Context: an optimization exercise on an open-source flow, tuned for small area and a short achievable clock period. The choices shown serve that exercise and are no tape-out recipe.
In this exercise RTL edits were held to simulation tests only and were not proved equivalent to the original.
Power and IR drop assume default switching activity.

[flow/run.sh]
#!/bin/bash
# synth_recipe.tcl (not shown) runs the flow's synth.tcl, then flattens the netlist and writes it again
# the make line also repeats each setting of config.mk as NAME=value (left out here)
make -C /OpenROAD-flow-scripts/flow DESIGN_CONFIG=/design/flow/config.mk WORK_HOME=/design/flow/orfs CLKGATE_MAP_FILE= SYNTH_SCRIPT=/design/flow/synth_recipe.tcl finish
[flow/config.mk]
export PLATFORM = sky130hd
export DESIGN_NAME = cpu
export DESIGN_NICKNAME = cpu
export VERILOG_FILES = /design/flow/design.v
export SDC_FILE = /design/flow/constraint.sdc
export NUM_CORES = 4
export LEC_CHECK = 0
export CAP_MARGIN = 20
export CORE_MARGIN = 2
export CORE_UTILIZATION = 40
export SLEW_MARGIN = 20
[flow/constraint.sdc]
create_clock -name core_clock -period 20.0 [get_ports {clk}]
set_input_delay 4.0000 -clock core_clock [delete_from_list [all_inputs] [get_ports {clk}]]
set_output_delay 4.0000 -clock core_clock [all_outputs]
set_load 0.01 [all_outputs]
[flow/design.v]
`timescale 1ns / 1ps
package common;
    localparam REGISTER_FILE_SIZE = 32;  
    localparam logic [9:0] BEQ_INSTRUCTION = {3'b000, 7'b1100011};
    localparam logic [9:0] BNE_INSTRUCTION = {3'b001, 7'b1100011};
    localparam logic [9:0] BLT_INSTRUCTION = {3'b100, 7'b1100011};
    localparam logic [9:0] BGE_INSTRUCTION = {3'b101, 7'b1100011};
    localparam logic [9:0] BLTU_INSTRUCTION = {3'b110, 7'b1100011};
    localparam logic [9:0] BGEU_INSTRUCTION = {3'b111, 7'b1100011}; 
    typedef enum logic [3:0]
    {
        ALU_AND  = 4'b0000,       
        ALU_OR   = 4'b0001,
        ALU_XOR  = 4'b0010,
        ALU_ADD  = 4'b0011,               
        ALU_SUB = 4'b0100,
        ALU_SLT = 4'b0101,   
        ALU_SLTU = 4'b0110,  
        ALU_SLL = 4'b0111,   
        ALU_SRL = 4'b1000,   
        ALU_SRA = 4'b1001,   
        ALU_LUI = 4'b1010,
        B_BNE   = 4'b1011,  
        B_BLT   = 4'b1100,  
        B_BGE   = 4'b1101,  
        B_LTU   = 4'b1110,  
        B_GEU   = 4'b1111   
    } alu_op_type;
    typedef enum logic [1:0]
    {
        FORWARD_NONE,
        FORWARD_FROM_MEM,
        FORWARD_FROM_EX
    } forward_type;
    typedef enum logic [2:0]
    {
        NONE_TYPE,
        R_TYPE,
        I_TYPE,
        S_TYPE,
        B_TYPE,
        U_TYPE,
        J_TYPE
    } encoding_type;
    typedef struct packed
    {
        alu_op_type alu_op;
        encoding_type encoding;
        logic alu_src;
        logic mem_read;
        logic mem_write;
        logic reg_write;
        logic mem_to_reg;
        logic [1:0] mem_size;  
        logic mem_sign;
        logic is_branch;
    } control_type;
    typedef struct packed
    {
        logic [6:0] funct7;
        logic [4:0] rs2;
        logic [4:0] rs1;
        logic [2:0] funct3;
        logic [4:0] rd;
        logic [6:0] opcode;
    } instruction_type;
    typedef struct  packed
    {
        logic [31:0] pc;
        instruction_type instruction;
        logic decpompress_failed;
    } if_id_type;
    typedef struct packed
    {
        logic [4:0] reg_rs1_id;
        logic [4:0] reg_rs2_id;
        logic [4:0] reg_rd_id;
        logic [31:0] data1;
        logic [31:0] data2;
        logic [31:0] immediate_data;
        logic [31:0] pc;  
        control_type control;
        logic decpompress_failed;
        logic instruction_illegal;
    } id_ex_type;
    typedef struct packed
    {
        logic [4:0] reg_rd_id;
        control_type control;
        logic [31:0] alu_data;
        logic [31:0] pc;
        logic [31:0] memory_data;
    } ex_mem_type;
    typedef struct packed
    {
        logic [4:0] reg_rd_id;
        logic [31:0] memory_data;
        logic [31:0] alu_data;
        logic [31:0] pc;
        control_type control;
    } mem_wb_type;
    function [31:0] immediate_extension(instruction_type instruction, encoding_type inst_encoding);
        case (inst_encoding)
            I_TYPE: immediate_extension = { {20{instruction.funct7[6]}}, {instruction.funct7, instruction.rs2} };
            S_TYPE: immediate_extension = { {20{instruction.funct7[6]}}, {instruction.funct7, instruction.rd} };
            B_TYPE: immediate_extension = 
                { {20{instruction.funct7[6]}}, {instruction.funct7[6], instruction.rd[0], instruction.funct7[5:0], instruction.rd[4:1]}, 1'b0 };
            U_TYPE : immediate_extension = {instruction[31:12], 12'b0};
            J_TYPE : immediate_extension = { {12{instruction[31]}}, instruction[19:12], instruction[20], instruction[30:21], 1'b0 };
            default: immediate_extension = { {20{instruction.funct7[6]}}, {instruction.funct7, instruction.rs2} };
        endcase 
    endfunction
endpackage
`timescale 1ns / 1ps
import common::*;
module alu(
    input wire [3:0] control,
    input wire [31:0] left_operand, 
    input wire [31:0] right_operand,
    output logic zero_flag,
    output logic [31:0] result,
    output logic overflow
);
    logic [31:0] temp_result;
    always_comb begin
        case (control)
            ALU_AND:  temp_result = left_operand & right_operand;
            ALU_OR:   temp_result = left_operand | right_operand;
            ALU_XOR:  temp_result = left_operand ^ right_operand;
            ALU_ADD:  temp_result = left_operand + right_operand;
            ALU_SUB:  temp_result = left_operand - right_operand;
            ALU_SLT:  temp_result = ($signed(left_operand) < $signed(right_operand)) ? 32'b1 : 32'b0;
            ALU_SLTU: temp_result = (left_operand < right_operand) ? 32'b1 : 32'b0;
            ALU_SLL:  temp_result = left_operand << right_operand[4:0];
            ALU_SRL:  temp_result = left_operand >> right_operand[4:0];
            ALU_SRA:  temp_result = $signed(left_operand) >>> right_operand[4:0];
            ALU_LUI:  temp_result = right_operand; 
            B_BNE :   temp_result = !(left_operand != right_operand);
            B_BLT :   temp_result = !($signed (left_operand) < $signed (right_operand));
            B_BGE :   temp_result = !($signed (left_operand) >= $signed (right_operand));
            B_LTU :   temp_result = !(left_operand < right_operand);
            B_GEU :   temp_result = !(left_operand >= right_operand);
            default:  temp_result = 32'b0;
        endcase
    end
    always_comb begin
        if (control == ALU_ADD) begin
            overflow = (~(left_operand[31] ^ right_operand[31])) & (left_operand[31] ^ temp_result[31]);
        end
        else if (control == ALU_SUB) begin
            overflow = ((left_operand[31] ^ right_operand[31]) & (left_operand[31] ^ temp_result[31]));
        end
        else begin
            overflow = 1'b0;
        end
    end
    assign zero_flag = temp_result == 0 ? 1'b1 : 1'b0;
    assign result = temp_result;
endmodule
`timescale 1ns / 1ps
import common::*;
module control(
    input common::instruction_type instruction,
    output common::control_type control,
    output logic decode_failed
);  
    always_comb begin
        control = '0;
        decode_failed = 1'b0;
        case (instruction.opcode)
            7'b0110011: begin
                control.encoding = R_TYPE;
                control.reg_write = 1'b1;
                unique casez ({instruction.funct7[5], instruction.funct3})
                    4'b0_000: control.alu_op = ALU_ADD;
                    4'b1_000: control.alu_op = ALU_SUB;
                    4'b?_001: control.alu_op = ALU_SLL;
                    4'b?_010: control.alu_op = ALU_SLT;
                    4'b?_011: control.alu_op = ALU_SLTU;
                    4'b?_100: control.alu_op = ALU_XOR;
                    4'b0_101: control.alu_op = ALU_SRL;
                    4'b1_101: control.alu_op = ALU_SRA;
                    4'b?_110: control.alu_op = ALU_OR;
                    4'b?_111: control.alu_op = ALU_AND;
                    default:  decode_failed = 1'b1;
                endcase
            end
            7'b0010011: begin
                control.encoding = I_TYPE;
                control.reg_write = 1'b1;
                control.alu_src = 1'b1;
                unique casez ({instruction.funct7[5], instruction.funct3})
                    4'b?_000: control.alu_op = ALU_ADD;     
                    4'b?_001: control.alu_op = ALU_SLL;     
                    4'b?_010: control.alu_op = ALU_SLT;     
                    4'b?_011: control.alu_op = ALU_SLTU;    
                    4'b?_100: control.alu_op = ALU_XOR;     
                    4'b0_101: control.alu_op = ALU_SRL;     
                    4'b1_101: control.alu_op = ALU_SRA;     
                    4'b?_110: control.alu_op = ALU_OR;      
                    4'b?_111: control.alu_op = ALU_AND;     
                    default:  decode_failed = 1'b1;
                endcase
            end
            7'b0000011: begin
                control.encoding = I_TYPE;
                control.reg_write = 1'b1;
                control.alu_src = 1'b1;
                control.mem_read = 1'b1;
                control.mem_to_reg = 1'b1;
                control.alu_op = ALU_ADD;    
                unique casez (instruction.funct3)
                    3'b000: control.mem_size = 2'b00;  
                    3'b001: control.mem_size = 2'b01;  
                    3'b010: control.mem_size = 2'b10;  
                    3'b100: control.mem_size = 2'b00;  
                    3'b101: control.mem_size = 2'b01;  
                    default:  decode_failed = 1'b1;
                endcase
                unique casez (instruction.funct3)
                    3'b0??: control.mem_sign = 1'b1;  
                    3'b1??: control.mem_sign = 1'b0;  
                    default:  decode_failed = 1'b1;
                endcase
            end
            7'b1100111: begin
                control.encoding = I_TYPE;
                control.is_branch = 1'b1;
                control.reg_write = 1'b1;
                control.alu_op = ALU_ADD;  
            end
            7'b1101111: begin
                control.encoding = J_TYPE;
                control.is_branch = 1'b0;
                control.reg_write = 1'b1;
                control.alu_op = ALU_ADD;
            end
            7'b0100011: begin
                control.encoding = S_TYPE;
                control.alu_src = 1'b1;
                control.mem_write = 1'b1;
                control.alu_op = ALU_ADD;
                unique casez (instruction.funct3)
                    3'b000: control.mem_size = 2'b00;  
                    3'b001: control.mem_size = 2'b01;  
                    3'b010: control.mem_size = 2'b10;  
                    default:  decode_failed = 1'b1;
                endcase
            end
            7'b1100011: begin
                control.encoding = B_TYPE;
                control.is_branch = 1'b1;  
                control.reg_write = 1'b0;
                control.mem_write = 1'b0;
                unique casez ({instruction.funct3, instruction.opcode})
                    BEQ_INSTRUCTION: control.alu_op = ALU_SUB;  
                    BNE_INSTRUCTION: control.alu_op = B_BNE;  
                    BLT_INSTRUCTION: control.alu_op = B_BLT;  
                    BGE_INSTRUCTION: control.alu_op = B_BGE;
                    BLTU_INSTRUCTION: control.alu_op = B_LTU;
                    BGEU_INSTRUCTION: control.alu_op = B_GEU;
                    default:  decode_failed = 1'b1;
                endcase
            end
            7'b0110111: begin
                control.encoding = U_TYPE;
                control.reg_write = 1'b1;
                control.alu_src = 1'b1;
                control.alu_op = ALU_LUI;    
            end
            7'b0010111: begin
                control.encoding = U_TYPE;
                control.reg_write = 1'b1;
                control.alu_op = ALU_ADD;    
            end
            default: begin
                if (instruction == 32'h00001111 || instruction == 32'h00000000) begin
                    control = '0;
                end
                else begin
                    decode_failed = 1'b1;
                end
            end
        endcase
    end
endmodule
`timescale 1ns / 1ps
import common::*;
module register_file(
    input clk,
    input reset_n,
    input write_en,
    input [4:0] read1_id,
    input [4:0] read2_id,
    input [4:0] write_id,
    input [31:0] write_data,
    output logic [31:0] read1_data,
    output logic [31:0] read2_data
);
    logic [31:0] registers [0:REGISTER_FILE_SIZE-1] ;
    always_ff @(posedge clk) begin
        if (!reset_n) begin
            for (int i = 0; i < REGISTER_FILE_SIZE; i++)
                registers[i] <= '0;
        end 
        else if (write_en && write_id != 0) begin
            registers[write_id] <= write_data;     
        end
    end
    assign read1_data = (read1_id == 0) ? 32'b0 : 
                        (write_en && write_id == read1_id)? write_data:
                                                            registers[read1_id];
    assign read2_data = (read2_id == 0) ? 32'b0 : 
                        (write_en && write_id == read2_id)? write_data :
                                                            registers[read2_id];
endmodule
`timescale 1ns / 1ps
import common::*;
module decode_stage(
    input clk,
    input reset_n,
    input common::instruction_type instruction,
    input logic [31:0] pc_in,
    input logic write_en,
    input logic [4:0] write_id,
    input logic [31:0] write_data,
    output logic [4:0] reg_rd_id,
    output logic [31:0] read_data1,
    output logic [31:0] read_data2,
    output logic [31:0] immediate_data,
    output logic [31:0] pc_out,
    output logic instruction_illegal,
    output common::control_type control_signals
);
    logic decode_failed;
    logic reg_illegal;
    logic [31:0] rf_read_data1;
    logic [31:0] rf_read_data2;
    common::control_type controls;
    register_file rf_inst(
        .clk(clk),
        .reset_n(reset_n),
        .write_en(write_en),
        .read1_id(instruction.rs1),
        .read2_id(instruction.rs2),
        .write_id(write_id),
        .write_data(write_data),
        .read1_data(rf_read_data1),
        .read2_data(rf_read_data2)        
    );
    control inst_control(
        .instruction(instruction),
        .control(controls),
        .decode_failed(decode_failed)
    );
    always_comb begin: check_illegal_regs
        reg_illegal = 1'b0;
        if (((controls.encoding == R_TYPE||controls.encoding == I_TYPE||controls.encoding == U_TYPE||controls.encoding == J_TYPE) 
            && reg_rd_id == 0) || reg_rd_id >= REGISTER_FILE_SIZE) begin
            if(instruction.opcode != 7'b1100111 &&instruction != 32'b00000000_00000_00000_000_00000_0010011)
                reg_illegal = 1'b1;
        end
        if ((controls.encoding == R_TYPE||controls.encoding == I_TYPE||controls.encoding == S_TYPE
        ||controls.encoding == B_TYPE)&&instruction.rs1 >= REGISTER_FILE_SIZE) begin
            reg_illegal = 1'b1;
        end
        if ((controls.encoding == R_TYPE||controls.encoding == S_TYPE||controls.encoding == B_TYPE)
        && instruction.rs2 >= REGISTER_FILE_SIZE) begin
            reg_illegal = 1'b1;
        end
    end
    assign reg_rd_id = instruction.rd;
    assign read_data1 = rf_read_data1;
    assign read_data2 = rf_read_data2;
    assign immediate_data = common::immediate_extension(instruction, controls.encoding);
    assign control_signals = controls;
    assign pc_out = pc_in;
    assign instruction_illegal = decode_failed | reg_illegal;
endmodule
`timescale 1ns / 1ps
import common::*;
module execute_stage(
    input [31:0] data1,
    input [31:0] data2,
    input [31:0] immediate_data,
    input logic [31:0] pc_in,
    input common::control_type control_in,
    input logic [31:0] wb_forward_data,
    input logic [31:0] mem_forward_data,
    input common::forward_type forward_rs1,
    input common::forward_type forward_rs2,
    output common::control_type control_out,
    output logic [31:0] alu_data,
    output logic [31:0] memory_data,
    output logic pc_src,
    output logic [31:0] jalr_target_offset,
    output logic jalr_flag,
    output logic [31:0] pc_out,
    output logic overflow
);
    logic zero_flag;
    logic [31:0] alu_result;
    logic [31:0] left_operand;
    logic [31:0] right_operand;
    logic [31:0] data2_or_imm;
    logic [31:0] store_data;
    always_comb begin: operand_selector
        if (control_in.alu_src)
            data2_or_imm = immediate_data;
        else
            data2_or_imm = data2;
        case (forward_rs1)
            FORWARD_FROM_EX: left_operand = mem_forward_data;
            FORWARD_FROM_MEM: left_operand = wb_forward_data;
            default: left_operand = data1;
        endcase
        case (control_in.encoding)
            R_TYPE, S_TYPE, B_TYPE:
                case (forward_rs2)
                    FORWARD_FROM_EX: right_operand = mem_forward_data;
                    FORWARD_FROM_MEM: right_operand = wb_forward_data;
                    default: right_operand = data2_or_imm;
                endcase
            default: right_operand = data2_or_imm;  
        endcase
        if (control_in.encoding == S_TYPE)
            right_operand = data2_or_imm;  
        case (forward_rs2)
            FORWARD_FROM_EX: store_data = mem_forward_data;
            FORWARD_FROM_MEM: store_data = wb_forward_data;
            default: store_data = data2;
        endcase
    end
    always_comb begin: J_target_address
        alu_data = alu_result;
        jalr_flag = 1'b0;
        jalr_target_offset = '0;
        if (control_in.encoding == I_TYPE && control_in.is_branch) 
        begin
            alu_data = pc_in + 4;
            jalr_flag = 1'b1;
            jalr_target_offset = left_operand + immediate_data;
        end else if (control_in.encoding == J_TYPE)
            alu_data = pc_in + 4;
    end
    alu inst_alu(
        .control(control_in.alu_op),
        .left_operand(left_operand),
        .right_operand(right_operand),
        .zero_flag(zero_flag),
        .result(alu_result),
        .overflow(overflow)
    );
    assign control_out = control_in;
    assign memory_data = (control_in.encoding == S_TYPE) ? store_data : data2;  
    assign pc_src = (control_in.encoding == B_TYPE) ? (zero_flag) : 1'b0;   
    assign pc_out = pc_in;
endmodule
`timescale 1ns / 1ps
import common::*;
module instr_decompressor(
    input logic [15:0] c_instr,
    input is_compressed,
    output common::instruction_type decompressed_instr,
    output logic decompress_failed
);
    logic [6:0] funct7;
    logic [4:0] rs2;
    logic [4:0] rs1;
    logic [2:0] funct3;
    logic [4:0] rd;
    logic [6:0] opcode;
    always_comb begin
        funct7 = 7'b0;
        rs2 = 5'b0;
        rs1 = 5'b0;
        funct3 = 3'b0;
        rd = 5'b0;
        opcode = 7'b0;
        decompress_failed = 1'b0;
        if (is_compressed) begin
            case (c_instr[1:0])
                2'b00: begin
                    case (c_instr[15:13])
                        3'b010: begin
                            {funct7, rs2} = {5'b00000, c_instr[5], c_instr[12:10], c_instr[6], 2'b00};
                            rs1 = {2'b01, c_instr[9:7]};  
                            rd = {2'b01, c_instr[4:2]};  
                            funct3 = 3'b010;  
                            opcode = 7'b0000011;  
                        end
                        3'b110: begin
                            {funct7, rd} = {5'b00000, c_instr[5], c_instr[12:10], c_instr[6], 2'b00}; 
                            rs1 = {2'b01, c_instr[9:7]};  
                            rs2 = {2'b01, c_instr[4:2]};  
                            funct3 = 3'b010;  
                            opcode = 7'b0100011;  
                        end
                        default: begin
                            decompress_failed = 1'b1;
                        end
                    endcase
                end
                2'b01: begin
                    if (c_instr == 16'h1111) begin
                        funct7 = 7'b0000000;
                        rs2 = 5'b00000;
                        rs1 = 5'b00000;
                        funct3 = 3'b001;
                        rd = 5'b00010;
                        opcode = 7'b0010001;
                    end
                    else begin
                        case (c_instr[15:13])
                            3'b000: begin
                                funct7 = {{6{c_instr[12]}}, c_instr[12]};
                                rs2 = c_instr[6:2];
                                rs1 = c_instr[11:7];
                                funct3 = 3'b000;  
                                rd = c_instr[11:7];
                                opcode = 7'b0010011;  
                            end
                            3'b001: begin
                                funct7[6] = c_instr[12];  
                                {funct7[5:0], rs2[4:1]} = {c_instr[8], c_instr[10:9], c_instr[6], 
                                                            c_instr[7], c_instr[2], c_instr[11], c_instr[5:3]};  
                                rs2[0] = c_instr[12];  
                                {rs1, funct3} = {8{c_instr[12]}};
                                rd = 5'd1;  
                                opcode = 7'b1101111;  
                            end
                            3'b010: begin
                                funct7 = {{6{c_instr[12]}}, c_instr[12]};
                                rs2 = c_instr[6:2];
                                rs1 = 5'b0;  
                                funct3 = 3'b000;  
                                rd = c_instr[11:7];
                                opcode = 7'b0010011;  
                            end
                            3'b011: begin
                                if (c_instr[11:7] != 5'd2 && c_instr[11:7] != 5'd0)
                                begin
                                    {funct7, rs2, rs1, funct3} = {{14{c_instr[12]}}, c_instr[12], c_instr[6:2]};  
                                    rd = c_instr[11:7];
                                    opcode = 7'b0110111;  
                                end
                            end
                            3'b100: begin
                                unique casez (c_instr[12:10])
                                    3'b?00: begin
                                        funct7 = {6'b0, c_instr[12]};
                                        rs2 = c_instr[6:2];
                                        rs1 = {2'b01, c_instr[9:7]};  
                                        rd = {2'b01, c_instr[9:7]};  
                                        funct3 = 3'b101;  
                                        opcode = 7'b0010011;  
                                    end
                                    3'b?01: begin
                                        funct7 = {6'b01_0000, c_instr[12]};
                                        rs2 = c_instr[6:2];
                                        rs1 = {2'b01, c_instr[9:7]};  
                                        rd = {2'b01, c_instr[9:7]};  
                                        funct3 = 3'b101;  
                                        opcode = 7'b0010011;  
                                    end
                                    3'b?10: begin
                                        funct7 = {{6{c_instr[12]}}, c_instr[12]};
                                        rs2 = c_instr[6:2];
                                        rs1 = {2'b01, c_instr[9:7]};  
                                        rd = {2'b01, c_instr[9:7]};  
                                        funct3 = 3'b111;  
                                        opcode = 7'b0010011;  
                                    end
                                    3'b011: begin
                                        rs2 = {2'b01, c_instr[4:2]};  
                                        rs1 = {2'b01, c_instr[9:7]};  
                                        rd = {2'b01, c_instr[9:7]};  
                                        opcode = 7'b0110011;  
                                        unique casez (c_instr[6:5])
                                            2'b00: begin
                                                funct7 = 7'b0100000;
                                                funct3 = 3'b000;  
                                            end
                                            2'b01: begin
                                                funct7 = 7'b0000000;
                                                funct3 = 3'b100;  
                                            end
                                            2'b10: begin
                                                funct7 = 7'b0000000;
                                                funct3 = 3'b110;  
                                            end
                                            2'b11: begin
                                                funct7 = 7'b0000000;
                                                funct3 = 3'b111;  
                                            end
                                        endcase
                                    end
                                endcase
                            end
                            3'b101: begin
                                funct7[6] = c_instr[12];  
                                {funct7[5:0], rs2[4:1]} = {c_instr[8], c_instr[10:9], c_instr[6], 
                                                            c_instr[7], c_instr[2], c_instr[11], c_instr[5:3]};  
                                rs2[0] = c_instr[12];  
                                {rs1, funct3} = {8{c_instr[12]}};
                                rd = 5'd0;  
                                opcode = 7'b1101111;  
                            end
                            3'b110: begin
                                funct7[6] = c_instr[12];  
                                funct7[5:0] = {{2{c_instr[12]}}, c_instr[12], c_instr[6:5], c_instr[2]};  
                                rs2 = 5'b00000;  
                                rs1 = {2'b01, c_instr[9:7]};  
                                rd[4:1] = {c_instr[11:10], c_instr[4:3]};  
                                rd[0] = c_instr[12];  
                                funct3 = 3'b000;  
                                opcode = 7'b1100011;  
                            end
                            3'b111: begin
                                funct7[6] = c_instr[12];  
                                funct7[5:0] = {{2{c_instr[12]}}, c_instr[12], c_instr[6:5], c_instr[2]};  
                                rs2 = 5'b00000;  
                                rs1 = {2'b01, c_instr[9:7]};  
                                rd[4:1] = {c_instr[11:10], c_instr[4:3]};  
                                rd[0] = c_instr[12];  
                                funct3 = 3'b001;  
                                opcode = 7'b1100011;  
                            end
                            default: decompress_failed = 1'b1;
                        endcase
                    end
                end
                2'b10: begin
                    case (c_instr[15:13])
                        3'b000: begin
                            funct7 = {6'b0, c_instr[12]};
                            rs2 = c_instr[6:2];
                            rs1 = c_instr[11:7];
                            rd = c_instr[11:7];
                            funct3 = 3'b001;  
                            opcode = 7'b0010011;  
                        end
                        3'b100: begin
                            case (c_instr[12])
                                1'b0: begin
                                    if (c_instr[6:2] == 5'b00000)
                                    begin
                                        if (c_instr[11:7] != 5'b00000)
                                        begin
                                            funct7 = 7'b0000000;
                                            rs2 = 5'b00000;
                                            rs1 = c_instr[11:7];
                                            rd = 5'b00000;  
                                            funct3 = 3'b000;  
                                            opcode = 7'b1100111;  
                                        end
                                    end
                                    else begin
                                        funct7 = 7'b0000000;
                                        rs2 = c_instr[6:2];
                                        rs1 = 5'd0;  
                                        rd = c_instr[11:7];
                                        funct3 = 3'b000;  
                                        opcode = 7'b0110011;  
                                    end
                                end
                                1'b1: begin
                                    if (c_instr[6:2] == 5'b00000)
                                    begin
                                        if (c_instr[11:7] != 5'b00000)
                                        begin
                                            funct7 = 7'b0000000;
                                            rs2 = 5'b00000;
                                            rs1 = c_instr[11:7];
                                            rd = 5'd1;  
                                            funct3 = 3'b000;  
                                            opcode = 7'b1100111;  
                                        end
                                    end
                                    else begin
                                        if (c_instr[11:7] != 5'b00000 && c_instr[6:2] != 5'b00000)
                                        begin
                                            funct7 = 7'b0000000;
                                            rs2 = c_instr[6:2];
                                            rs1 = c_instr[11:7];
                                            rd = c_instr[11:7];
                                            funct3 = 3'b000;  
                                            opcode = 7'b0110011;  
                                        end
                                    end
                                end
                                default: begin
                                    decompress_failed = 1'b1;
                                end
                            endcase
                        end
                        default: begin
                            decompress_failed = 1'b1;
                        end
                    endcase
                end
            endcase
        end
    end
    assign decompressed_instr = {funct7, rs2, rs1, funct3, rd, opcode};
endmodule
`timescale 1ns / 1ps
import common::*;
module fetch_stage(
    input clk,
    input reset_n,
    input common::instruction_type data,
    input pc_src,
    input pc_write,
    input prediction,
    input [31:0] jalr_target_offset,
    input jalr_flag,
    input run_flag,
    output logic [31:0] address,
    output logic [31:0] pc_out,
    output common::instruction_type instruction_out, 
    output logic if_id_flush,
    output logic id_ex_flush,
    output logic decompress_failed,
    output logic run_finished_next,
    output logic is_conditional_branch
);
    logic [31:0] pc_next, pc_reg;
    logic [31:0] branch_offset0, branch_offset0_next;
    logic [31:0] branch_offset1;
    logic [31:0] pc_buff0, pc_buff0_next;
    logic [31:0] pc_buff1;
    logic [31:0] pc_recovery, pc_recovery_next;
    logic prediction_valid, prediction_valid_next;
    logic prediction_buff;
    logic mispredict_taken;  
    logic mispredict_not_taken;  
    logic [15:0] instr_buffer, instr_buffer_next;
    logic buffer_valid, buffer_valid_next;
    logic is_compressed;
    logic [31:0] current_instr;
    logic [31:0] instr_offset, instr_offset_next;
    logic [1:0] offset_cnt, offset_cnt_next;
    common::instruction_type decompressed_instr;
    common::instruction_type instr;
    common::encoding_type instr_type;
    logic if_id_flush_reg, id_ex_flush_reg;
    logic run_finished;
    logic [31:0] pc_normal, pc_branch, pc_mispred1, pc_mispred2;
    typedef enum {IDLE, DIRECT, USE_BUFFER} state_type;
    state_type state, state_next;
    always_ff @(posedge clk or negedge reset_n)
    begin
        if (!reset_n)
        begin
            pc_reg <= '0;
            pc_buff0 <= '0;
            pc_buff1 <= '0;
            pc_recovery <= '0;
            prediction_valid <= 1'b0;
            prediction_buff <= 1'b0;
            branch_offset0 <= '0;
            branch_offset1 <= '0;
            state <= IDLE;
            instr_buffer <= '0;
            buffer_valid <= 1'b0;
            instr_offset <= '0;
            offset_cnt <= 2'd0;
            run_finished <= 1'b0;
        end
        else begin
            pc_reg <= pc_next;
            pc_buff0 <= pc_buff0_next;
            pc_buff1 <= pc_buff0;
            pc_recovery <= pc_recovery_next;
            prediction_valid <= prediction_valid_next;
            prediction_buff <= prediction_valid;
            branch_offset0 <= branch_offset0_next;
            branch_offset1 <= branch_offset0;
            state <= state_next;
            instr_buffer <= instr_buffer_next;
            buffer_valid <= buffer_valid_next;
            instr_offset <= instr_offset_next;
            offset_cnt <= offset_cnt_next;
            run_finished <= run_finished_next;
        end
    end
    always_comb begin: flush_logic
        if_id_flush_reg = pc_src ^ prediction_buff || jalr_flag;
        id_ex_flush_reg = if_id_flush_reg;
    end
    always_comb begin: FSM_logic
        state_next = state;
        case (state)
            IDLE: begin
                if (run_flag)
                begin
                    if (data[1:0] != 2'b11 && data[17:16] == 2'b11)
                            state_next = USE_BUFFER;
                    else
                        state_next = DIRECT;
                end
                else
                    state_next = IDLE;  
            end
            DIRECT: begin
                case (pc_reg[1])
                    1'b0: begin
                        if (data[1:0] != 2'b11 && data[17:16] == 2'b11)
                            state_next = USE_BUFFER;
                        else
                            state_next = DIRECT;
                    end
                    1'b1: state_next = DIRECT;  
                endcase
                if (run_finished)
                    state_next = IDLE;  
            end
            USE_BUFFER: begin
                if (data[17:16] == 2'b11)  
                    state_next = USE_BUFFER;
                else
                    state_next = DIRECT;  
                if (run_finished)
                    state_next = IDLE;  
            end
        endcase
    end
    always_comb begin: buffer_logic
        current_instr = '0;
        instr_buffer_next = '0;
        buffer_valid_next = 1'b0;
        is_compressed = 1'b0;
        case (state)
            IDLE: begin
                current_instr = '0;
                instr_buffer_next = '0;
                buffer_valid_next = 1'b0;
                is_compressed = 1'b0;
            end
            DIRECT: begin
                case (pc_reg[1])
                    1'b0: begin
                        if (data[1:0] != 2'b11)  
                        begin
                            current_instr = {16'b0, data[15:0]};
                            is_compressed = 1'b1;
                            if (data[17:16] == 2'b11)  
                            begin
                                buffer_valid_next = 1'b1;
                                instr_buffer_next = data[31:16];
                            end
                        end
                        else
                            current_instr = data;  
                    end
                    1'b1: begin  
                        current_instr = {16'b0, data[31:16]};
                        is_compressed = 1'b1;
                    end
                endcase
            end
            USE_BUFFER: begin  
                current_instr = {data[15:0], instr_buffer};
                if (data[17:16] == 2'b11)  
                begin
                    buffer_valid_next = 1'b1;
                    instr_buffer_next = data[31:16];
                end
            end
        endcase
        if (if_id_flush_reg)
        begin
            current_instr = '0;
        end
        if (!pc_write)
            current_instr = '0;
    end
    instr_decompressor decompressor(
        .c_instr(current_instr[15:0]),
        .is_compressed(is_compressed && !if_id_flush_reg),  
        .decompressed_instr(decompressed_instr),
        .decompress_failed(decompress_failed)
    );
    always_comb begin: branch_offset_calc
        instr = is_compressed ? decompressed_instr : current_instr;
        case (instr.opcode)
            7'b1100011: instr_type = B_TYPE;
            7'b1101111: instr_type = J_TYPE;
            default: instr_type = R_TYPE;
        endcase
        branch_offset0_next = instr_type != R_TYPE ? common::immediate_extension(instr, instr_type) : 0;
        if (instr_type == B_TYPE) 
        begin
            offset_cnt_next = 2'd2;
            instr_offset_next = 0;
        end
        else if (offset_cnt > 0) begin
            offset_cnt_next = offset_cnt - 2'd1;
            instr_offset_next = is_compressed ? instr_offset + 32'd2 : instr_offset + 32'd4;
        end
        else begin
            offset_cnt_next = 2'd0;
            instr_offset_next = 0;
        end
    end
    always_comb begin: branch_predict_logic
        if (instr_type == B_TYPE || instr_type == J_TYPE)
            pc_buff0_next = pc_reg;
        else
            pc_buff0_next = 0;
        if (instr_type == B_TYPE)
            pc_recovery_next = pc_reg + (is_compressed ? 32'd2 : 32'd4);
        else
            pc_recovery_next = pc_recovery;
        if (instr_type == B_TYPE)
            prediction_valid_next = prediction;
        else
            prediction_valid_next = 1'b0;
        mispredict_taken = pc_src && !prediction_buff;
        mispredict_not_taken = !pc_src && prediction_buff;
    end
    always_comb begin: optimized_pc_update
        run_finished_next = run_finished;
        if (!pc_write) 
            pc_next = pc_reg;  
        else begin
            unique casez ({
                (state == IDLE),
                jalr_flag,
                (current_instr == 32'h00001111),
                mispredict_not_taken,
                (pc_src && prediction_buff && !prediction_valid),
                mispredict_taken,
                (instr_type == J_TYPE),
                (instr_type == B_TYPE)})
                8'b1???????: pc_next = 32'd0;
                8'b01??????: pc_next = jalr_target_offset;
                8'b001?????: begin
                    pc_next = 32'd0;  
                    run_finished_next = 1'b1;  
                end
                8'b0001????: pc_next = pc_recovery_next;
                8'b00001???: pc_next = pc_mispred1;
                8'b000001??: pc_next = pc_mispred2;  
                8'b0000001?: pc_next = pc_branch;
                8'b00000001: pc_next = prediction ? pc_branch : pc_normal;
                default: pc_next = pc_normal;
            endcase
        end
    end
    assign if_id_flush = if_id_flush_reg;
    assign id_ex_flush = id_ex_flush_reg;
    assign pc_out = pc_reg;
    assign address = (buffer_valid) ? pc_reg + 32'd2 : pc_reg;
    assign pc_normal = pc_reg + (is_compressed ? 32'd2 : 32'd4);
    assign pc_branch = pc_reg + branch_offset0_next;
    assign pc_mispred1 = pc_buff1 + branch_offset1 + instr_offset_next;
    assign pc_mispred2 = pc_buff1 + branch_offset1;
    assign instruction_out = is_compressed ? decompressed_instr : current_instr;
    assign is_conditional_branch = instr_type == B_TYPE;
endmodule
`timescale 1ns / 1ps
import common::*;
module forwarding_unit(
    input logic [4:0] rs1_id,
    input logic [4:0] rs2_id,
    input logic [4:0] rd_id_ex,
    input logic [4:0] rd_id_mem,
    input logic reg_write_ex,
    input logic reg_write_mem,
    output common::forward_type forward_rs1,
    output common::forward_type forward_rs2
);
    always_comb begin
        if (rd_id_ex != 0 && rd_id_ex == rs1_id && reg_write_ex) 
            forward_rs1 = FORWARD_FROM_EX;  
        else if (rd_id_mem != 0 && rd_id_mem == rs1_id && reg_write_mem)
            forward_rs1 = FORWARD_FROM_MEM;  
        else
            forward_rs1 = FORWARD_NONE;  
    end
    always_comb begin
        if (rd_id_ex != 0 && rd_id_ex == rs2_id && reg_write_ex) begin
            forward_rs2 = FORWARD_FROM_EX;  
        end 
        else if (rd_id_mem != 0 && rd_id_mem == rs2_id && reg_write_mem) begin
            forward_rs2 = FORWARD_FROM_MEM;  
        end 
        else begin
            forward_rs2 = FORWARD_NONE;  
        end
    end
endmodule
`timescale 1ns / 1ps
module gshare_predictor #(
    parameter GHR_BITS = 8,
    parameter BHT_SIZE = 256
    )(
    input logic clk,
    input logic reset_n,
    input logic [31:0] pc,
    input logic update,             
    input logic actual_taken,       
    output logic prediction         
    );
    logic [GHR_BITS - 1:0] ghr, ghr_d;   
    logic [1:0] bht [0:BHT_SIZE - 1];   
    logic [$clog2(BHT_SIZE) - 1:0] index; 
    logic [1:0] counter;   
    logic [7:0] pc_part;
    logic [31:0] pc_generating_branch;
    assign pc_part = pc[GHR_BITS + 1 : 2];  
    assign index = pc_part ^ ghr_d; 
    assign counter = bht[index];
    assign prediction = counter[1];
    always_ff @(posedge clk or negedge reset_n) begin
        if (!reset_n)
        begin
            ghr <= '0;
            ghr_d <= '0;
            for (int i = 0; i < BHT_SIZE; i ++) begin
                bht[i] <= 2'b01;  
            end
        end
        else begin
            ghr_d <= ghr;  
            if (update) begin
                ghr <= {ghr[GHR_BITS - 2 : 0], actual_taken};
                case (bht[index])
                    2'b00: bht[index] <= actual_taken ? 2'b01 : 2'b00;  
                    2'b01: bht[index] <= actual_taken ? 2'b10 : 2'b00;  
                    2'b10: bht[index] <= actual_taken ? 2'b11 : 2'b01;  
                    2'b11: bht[index] <= actual_taken ? 2'b11 : 2'b10;  
                endcase
            end
        end
    end
endmodule
`timescale 1ns / 1ps
import common::*;
module mem_stage(
    input clk,
    input reset_n,
    input [31:0] alu_data_in,
    input [31:0] memory_data_in,
    input common::control_type control_in,
    input logic [31:0] pc_in,
    output common::control_type control_out,
    output logic [31:0] memory_data_out,
    output logic [31:0] pc_out,
    output logic [31:0] alu_data_out,
    output logic [9:0] dmem_addr,
    output logic dmem_we,
    output logic dmem_re,
    output logic [31:0] dmem_wdata,
    output logic [1:0] dmem_size,
    output logic dmem_sign,
    input [31:0] dmem_rdata
);
    assign dmem_addr = alu_data_in[9:0];
    assign dmem_we = control_in.mem_write;
    assign dmem_re = control_in.mem_read;
    assign dmem_wdata = memory_data_in;
    assign dmem_size = control_in.mem_size;
    assign dmem_sign = control_in.mem_sign;
    assign memory_data_out = dmem_rdata;
    assign alu_data_out = alu_data_in;    
    assign control_out = control_in;
    assign pc_out = pc_in;
endmodule
`timescale 1ns / 1ps
module stall_unit(
    input logic [4:0] rs1_id,
    input logic [4:0] rs2_id,
    input logic [4:0] rd_id,
    input logic mem_read,
    input logic indication,
    output logic pc_write,
    output logic if_id_write,
    output logic id_ex_write,
    output logic id_ex_flush,
    output logic ex_mem_flush
    );
    always_comb begin
        if(mem_read && (rd_id != 0) && ((rd_id == rs1_id) || (rd_id == rs2_id))) begin
            pc_write = 0;
            if_id_write = 0;
            id_ex_write = 1;
            id_ex_flush = 1;
            ex_mem_flush = 0;
        end
        else if (indication) begin  
            pc_write = 0;
            if_id_write = 0;
            id_ex_write = 0;
            id_ex_flush = 0;
            ex_mem_flush = 1;
        end
        else begin
            pc_write = 1;
            if_id_write = 1;
            id_ex_write = 1;
            id_ex_flush = 0;
            ex_mem_flush = 0;
        end
    end
endmodule
`timescale 1ns / 1ps
import common::*;
module cpu(
    input clk,
    input reset_n,
    input start,
    output logic [7:0] imem_addr,
    input [31:0] imem_rdata,
    output logic [9:0] dmem_addr,
    output logic dmem_we,
    output logic dmem_re,
    output logic [31:0] dmem_wdata,
    output logic [1:0] dmem_size,
    output logic dmem_sign,
    input [31:0] dmem_rdata,
    output running,
    output indication
);
    logic run_flag;
    logic run_flag_next;
    logic run_finished;
    logic stall_pc_write;
    logic indication_trigger;
    logic indication_extended;
    logic indication_extended_next;
    logic pc_src;
    logic pc_write;  
    logic if_id_write;  
    logic id_ex_write;  
    logic if_id_flush;  
    logic id_ex_flush;  
    logic ex_mem_flush;  
    logic branch_id_ex_flush;  
    logic stall_id_ex_flush;  
    logic fetch_prediction;
    logic fetch_decpompress_failed;
    logic [31:0] fetch_read_address;
    logic [31:0] fetch_pc;
    logic [31:0] program_mem_read_data;
    logic [31:0] uncompressed_instr;
    logic [4:0] decode_reg_rd_id;
    logic [31:0] decode_data1;
    logic [31:0] decode_data2;
    logic [31:0] decode_pc_out;
    logic [31:0] decode_immediate_data;
    common::control_type decode_control;
    logic decode_instruction_illegal;
    logic [31:0] execute_alu_data;
    common::control_type execute_control;
    logic [31:0] execute_memory_data;
    logic [1:0] execute_forwardA;
    logic [1:0] execute_forwardB;
    logic [31:0] execute_pc_out;
    logic [31:0] execute_jalr_target_offset;
    logic execute_jalr_flag;
    logic execute_overflow;
    logic [31:0] memory_memory_data;
    logic [31:0] memory_alu_data;
    logic [31:0] memory_pc_out;
    common::control_type memory_control;
    logic [4:0] wb_reg_rd_id;
    logic [31:0] wb_result;
    logic wb_write_back_en;
    common::if_id_type if_id_reg;
    common::if_id_type if_id_reg_next;
    common::id_ex_type id_ex_reg;
    common::id_ex_type id_ex_reg_next;
    common::ex_mem_type ex_mem_reg;
    common::ex_mem_type ex_mem_reg_next;
    common::mem_wb_type mem_wb_reg;
    always_ff @(posedge clk or negedge reset_n) begin
        if (!reset_n) begin
            if_id_reg <= '0;
            id_ex_reg <= '0;
            ex_mem_reg <= '0;
            mem_wb_reg <= '0;
        end
        else begin
            if_id_reg <= if_id_reg_next;
            id_ex_reg <= id_ex_reg_next;
            ex_mem_reg <= ex_mem_reg_next;
            mem_wb_reg.reg_rd_id <= ex_mem_reg.reg_rd_id;
            mem_wb_reg.memory_data <= memory_memory_data;
            mem_wb_reg.alu_data <= memory_alu_data;
            mem_wb_reg.control <= memory_control;
            mem_wb_reg.pc <= memory_pc_out;
        end
    end
    always_comb begin
        if(if_id_write) begin
            if_id_reg_next.pc = fetch_pc;
            if_id_reg_next.instruction = uncompressed_instr;
            if_id_reg_next.decpompress_failed = fetch_decpompress_failed;
        end
        else if(if_id_flush) begin
            if_id_reg_next = '0;
        end
        else begin
            if_id_reg_next = if_id_reg;
        end
    end
    always_comb begin
        if(id_ex_write) begin
            id_ex_reg_next.reg_rs1_id = if_id_reg.instruction.rs1;
            id_ex_reg_next.reg_rs2_id = if_id_reg.instruction.rs2;
            id_ex_reg_next.reg_rd_id = decode_reg_rd_id;
            id_ex_reg_next.data1 = decode_data1;
            id_ex_reg_next.data2 = decode_data2;
            id_ex_reg_next.pc = decode_pc_out;
            id_ex_reg_next.immediate_data = decode_immediate_data;
            id_ex_reg_next.control = decode_control;
            id_ex_reg_next.decpompress_failed = if_id_reg.decpompress_failed;
            id_ex_reg_next.instruction_illegal = decode_instruction_illegal;
            if (id_ex_flush)
                id_ex_reg_next = '0;
        end
        else begin
            id_ex_reg_next = id_ex_reg;
        end
    end
    always_comb begin
        if(ex_mem_flush) begin
            ex_mem_reg_next = '0;
        end
        else begin
            ex_mem_reg_next.reg_rd_id = id_ex_reg.reg_rd_id;
            ex_mem_reg_next.control = execute_control;
            ex_mem_reg_next.alu_data = execute_alu_data;
            ex_mem_reg_next.memory_data = execute_memory_data;
            ex_mem_reg_next.pc = execute_pc_out;
        end
    end
    always_ff @(posedge clk or negedge reset_n) begin
        if (!reset_n) begin
            indication_extended <= 0;
        end
        else begin
            indication_extended <= indication_extended_next;
        end
    end
    always_comb begin
        if (indication_trigger) begin
            indication_extended_next = 1;
        end
        else begin
            indication_extended_next = indication_extended;
        end
    end
    always_ff @(posedge clk or negedge reset_n) begin
        if (!reset_n) begin
            run_flag <= 0;
        end
        else begin
            run_flag <= run_flag_next;
        end
    end
    always_comb begin
        if(start && run_finished == 0) begin
            run_flag_next = 1;
        end
        else if(run_finished == 1) begin
            run_flag_next = 0;
        end
        else begin
            run_flag_next = run_flag;
        end
    end
    fetch_stage inst_fetch_stage(
        .clk(clk), 
        .reset_n(reset_n),
        .data(program_mem_read_data),
        .pc_src(pc_src),
        .pc_write(pc_write),
        .prediction(fetch_prediction),
        .jalr_target_offset(execute_jalr_target_offset),
        .jalr_flag(execute_jalr_flag),
        .run_flag(run_flag),
        .address(fetch_read_address),
        .pc_out(fetch_pc),
        .instruction_out(uncompressed_instr),
        .if_id_flush(if_id_flush),
        .id_ex_flush(branch_id_ex_flush),
        .run_finished_next(run_finished),
        .decompress_failed(fetch_decpompress_failed)
    );
    decode_stage inst_decode_stage(
        .clk(clk), 
        .reset_n(reset_n),    
        .instruction(if_id_reg.instruction),
        .pc_in(if_id_reg.pc),
        .write_en(wb_write_back_en),
        .write_id(wb_reg_rd_id),        
        .write_data(wb_result),
        .reg_rd_id(decode_reg_rd_id),
        .read_data1(decode_data1),
        .read_data2(decode_data2),
        .immediate_data(decode_immediate_data),
        .pc_out(decode_pc_out),
        .instruction_illegal(decode_instruction_illegal),
        .control_signals(decode_control)
    );
    execute_stage inst_execute_stage(
        .data1(id_ex_reg.data1),
        .data2(id_ex_reg.data2),
        .immediate_data(id_ex_reg.immediate_data),
        .pc_in(id_ex_reg.pc),
        .control_in(id_ex_reg.control),
        .wb_forward_data(wb_result),
        .mem_forward_data(ex_mem_reg.alu_data),
        .forward_rs1(execute_forwardA),
        .forward_rs2(execute_forwardB),
        .control_out(execute_control),
        .alu_data(execute_alu_data),
        .memory_data(execute_memory_data),
        .jalr_target_offset(execute_jalr_target_offset),
        .jalr_flag(execute_jalr_flag),
        .pc_src(pc_src),
        .pc_out(execute_pc_out),
        .overflow(execute_overflow)
    );
    mem_stage inst_mem_stage(
        .clk(clk), 
        .reset_n(reset_n),
        .pc_in(ex_mem_reg.pc),
        .alu_data_in(ex_mem_reg.alu_data),
        .memory_data_in(ex_mem_reg.memory_data),
        .control_in(ex_mem_reg.control),
        .control_out(memory_control),
        .memory_data_out(memory_memory_data),
        .dmem_addr(dmem_addr),
        .dmem_we(dmem_we),
        .dmem_re(dmem_re),
        .dmem_wdata(dmem_wdata),
        .dmem_size(dmem_size),
        .dmem_sign(dmem_sign),
        .dmem_rdata(dmem_rdata),
        .alu_data_out(memory_alu_data),
        .pc_out(memory_pc_out)
    );
    forwarding_unit inst_forwarding_unit(
        .rs1_id(id_ex_reg.reg_rs1_id),
        .rs2_id(id_ex_reg.reg_rs2_id),
        .rd_id_ex(ex_mem_reg.reg_rd_id),
        .rd_id_mem(mem_wb_reg.reg_rd_id),
        .reg_write_ex(ex_mem_reg.control.reg_write),
        .reg_write_mem(mem_wb_reg.control.reg_write),
        .forward_rs1(execute_forwardA),
        .forward_rs2(execute_forwardB)
    );
    stall_unit inst_stall_unit(
        .rs1_id(if_id_reg.instruction.rs1),
        .rs2_id(if_id_reg.instruction.rs2),
        .rd_id(id_ex_reg.reg_rd_id),
        .mem_read(id_ex_reg.control.mem_read),
        .indication(indication),
        .pc_write(stall_pc_write),
        .if_id_write(if_id_write),
        .id_ex_write(id_ex_write),
        .id_ex_flush(stall_id_ex_flush),
        .ex_mem_flush(ex_mem_flush)
    );
    gshare_predictor inst_gshare_predictor(
        .clk(clk),
        .reset_n(reset_n),
        .pc(execute_pc_out),
        .update(execute_control.is_branch),
        .actual_taken(pc_src),
        .prediction(fetch_prediction)
    );
    assign program_mem_read_data = imem_rdata;
    assign imem_addr = fetch_read_address[9:2];
    assign running = run_flag;
    assign wb_reg_rd_id = mem_wb_reg.reg_rd_id;
    assign wb_write_back_en = mem_wb_reg.control.reg_write;
    assign wb_result = mem_wb_reg.control.mem_read ? mem_wb_reg.memory_data : mem_wb_reg.alu_data;
    assign id_ex_flush = branch_id_ex_flush | stall_id_ex_flush;
    assign indication_trigger = id_ex_reg.decpompress_failed | id_ex_reg.instruction_illegal | execute_overflow;
    assign indication = indication_trigger | indication_extended;
    assign pc_write = stall_pc_write & run_flag;
endmodule
==> out/results.tsv <==
metric	value	unit
min_period	17310	ps
place_inst	15500	
first_global_vias	102000	
synth-xor-area-share	0.0193	
routedWlPerCell	34.9	µm
synth_mux_area_frac	0.129	
grt_max_degree	254	
via_per_inst	6.81	
synth_adder_area_share	0.0255	
synthesis.area	124000	µm²
clk_latency	960	ps
rsz0062_at_grt	false	
tightest_slew	1280	ps
antenna_found_initial	72	
initial_utilization	0.403	
postRouteAntennaNets	0	
place_area	130000	µm²
grt_overflow	0	
dr.pass1.iters	9	
cp.required	20820	ps
portBuffers	123	
design_area	139000	µm²
final.setup_skew	116	ps
grt_first_pass_wirelength	780000	µm
gp_congestion	1.06	
critPathMaxFanout	80	
p_leak	47.7	nW
stdcell_count	16000	
grt_usage	0.343	
cts_buffers	239	
max_slew_margin	0.146	
ys_ff_latch	2154	
core	309000	µm²
yosysUniqueCellTypes	102	
wl_met2	228000	µm
postSynth.asyncResetShare	0.525	
die_x	562	µm
yosysWarnings	12	
area_growth	11.4	%
outcome	finished clean	
crit_slowest_cell	dfrtp_1	
synth_area_per_cell	10.4	µm²
cts.sink_count	2154	
drt_iter0_drc	19200	
m1WireLength	217000	µm
met3WireLength	84200	µm
synth-simple-area-share	0.131	
vias	109000	
cts_setup_buffers	0	
min_period_over_period	0.865	
highest_layer	met5	
largest_register_ffs	1024	
worst_hold_slack	293	ps
synth_top_family_by_area	compound AO/OA/AOI/OAI gates	
worst_setup_path_start_kind	flip-flop	
post_cts_resized	0	
cts_tree	built	
max_freq	57.8	MHz
cts_max_level	4	
synthFlopType	edfxtp_1	
clk_pin_slew	70	ps
powerDensity	72.9	nW/µm²
setup_violations	0	
synthesis.instances	11900	
totalNegativeSetupSlack	0	ps
fin_nets	11900	
hold_viol	0	
max_cap_viol_count	0	
num_io_pins	124	
timing_worst_setup_path_type	flip-flop to flip-flop	
die_y	562	µm
die-area	316000	µm²
worstPathArrival	18120	ps
rows	204	
final-max-slew-violation-count	0	
end_kind	flip-flop	
synth_edf_count	1024	
drc	0	
slowest_delay	910	ps
hold_buffers	0	
fin_util	0.448	
seq_area_frac_synth	0.477	
cpMostUsedCell	a21oi_1	
place.detailed.hpwl	370000	µm
cts_root_buffer	clkbuf_16	
wirelength	557000	µm
ir_worst_vdd	0.0771	mV
drive_gt1_frac	0.161	
cts_buffer_depth	4	
hold_class	flip-flop to flip-flop	
synth_compound_area_frac	0.176	
worst max-delay path: cells and delay by family, from the launching register on:
kind	cells	cell delay, ps
muxes	1	150
buffers and inverters	6	2070
DFF	1	910
and+or+nand+nor	15	4360
adders and majority gates	5	1360
AOI/OAI and AO/OA	29	8180
cell usage after synthesis, drive strengths merged, types with 242 or more instances:
cell type | instances | area (µm²)
a21oi | 949 | 4750
nor2 | 2006 | 7530
a22oi | 243 | 1820
edfxtp | 1024 | 30700
buf | 262 | 1440
dfstp | 256 | 6730
o31ai | 633 | 4750
mux4 | 569 | 12800
ha | 242 | 3030
clkbuf | 811 | 3040
o21ai | 404 | 2030
nand2 | 878 | 3300
dfrtp | 874 | 21900
stage by stage:
step	setup slack (ps)	total power [mW]
after floorplan	7170	5.23
after global placement	3210	5.53
after detailed placement	3230	5.55
after CTS	3190	10.1
after global routing	1930	10.3
final	2690	10.1
power breakdown:
| part | internal (mW) | switching, mW |
|---|---|---|
| Sequential | 4.77 | 0.0764 |
| Combinational | 0.209 | 0.442 |
| Clock | 2.66 | 1.94 |
| Total | 7.64 | 2.46 |
final timing paths:
check,start,to,slack [ps],cells after the start
setup reg to reg,ex_mem_reg[101]$_DFF_PN0_,inst_fetch_stage.pc_reg[30]$_DFFE_PN0N_,2690,56
setup / recovery,ex_mem_reg[101]$_DFF_PN0_,inst_fetch_stage.pc_reg[30]$_DFFE_PN0N_,2690,56
hold reg to reg,inst_fetch_stage.pc_buff0[25]$_DFF_PN0_,inst_fetch_stage.pc_buff1[25]$_DFF_PN0_,290,0
min in group asynchronous,reset_n,ex_mem_reg[2]$_DFF_PN0_,2960,1
hold / removal,inst_fetch_stage.pc_buff0[25]$_DFF_PN0_,inst_fetch_stage.pc_buff1[25]$_DFF_PN0_,290,0
max in group asynchronous,reset_n,inst_fetch_stage.instr_buffer[9]$_DFF_PN0_,11970,8
routing by layer:
metal | up-vias | GRT usage
met5 | - | 0
met3 | 1527 | 0.125
met1 | 54600 | 0.478
li1 | 44100 | -
met4 | 38 | 0.148
met2 | 8341 | 0.474
logic make-up after synthesis:
logic type | Yosys count
xor+xnor | 273
other cells | 1
buf+inv | 1264
simple gates | 3814
mux | 879
flops | 2154
fa+ha+maj | 250
compound gates | 3310
cells in the final DEF (no fill, tap or decap), drive strengths merged, types with 202 or more instances in the layout:
cell    instances
o21ai         404
edfxtp       1024
a21oi         949
buf           329
a22oi         243
mux2i         202
nor2         2006
nand3         232
o31ai         633
ha            242
mux4          569
clkbuf        325
dfstp         256
nand2         878
dfrtp         874
cell type report:
type	count	area, µm²
inverter	191	718
clock buffer	321	6680
tap	4120	5150
multi-input combinational	8560	61200
timing repair buffer	455	4020
sequential	2154	59400
fill	28500	171000
antenna	36	90.1
clock inverter	121	1330

## what the ideal ports hide
How much do the figures lean on ideal ports? The routed layout below was timed once more, with nothing changed but the port constraints.
Step 1 sets driving cells, clkbuf_16 on the clock port and buf_2 on the other inputs (assumed; they add their load-dependent delay and slew).
Step 2 adds t to the input delays and takes it off the output delays; t is the mean of the earliest and latest rising clock arrival at the registers after step 1. Input paths then give back, and output paths get back, about the clock's delay inside the block.
a / b / c = no drivers / after step 1 / after step 2; a / b = the first two.
t, ns: 1.016
setup WS [ns]: 2.693 / 2.693 / 2.693
clock arrival spread, ns: 0.153 / 0.153
pins driven straight from the clock port: 1
After both steps setup and hold are still met in this run. For this run, drivers alone change the setup slack by 0.000 ns; drivers and shift together by 0.000 ns.
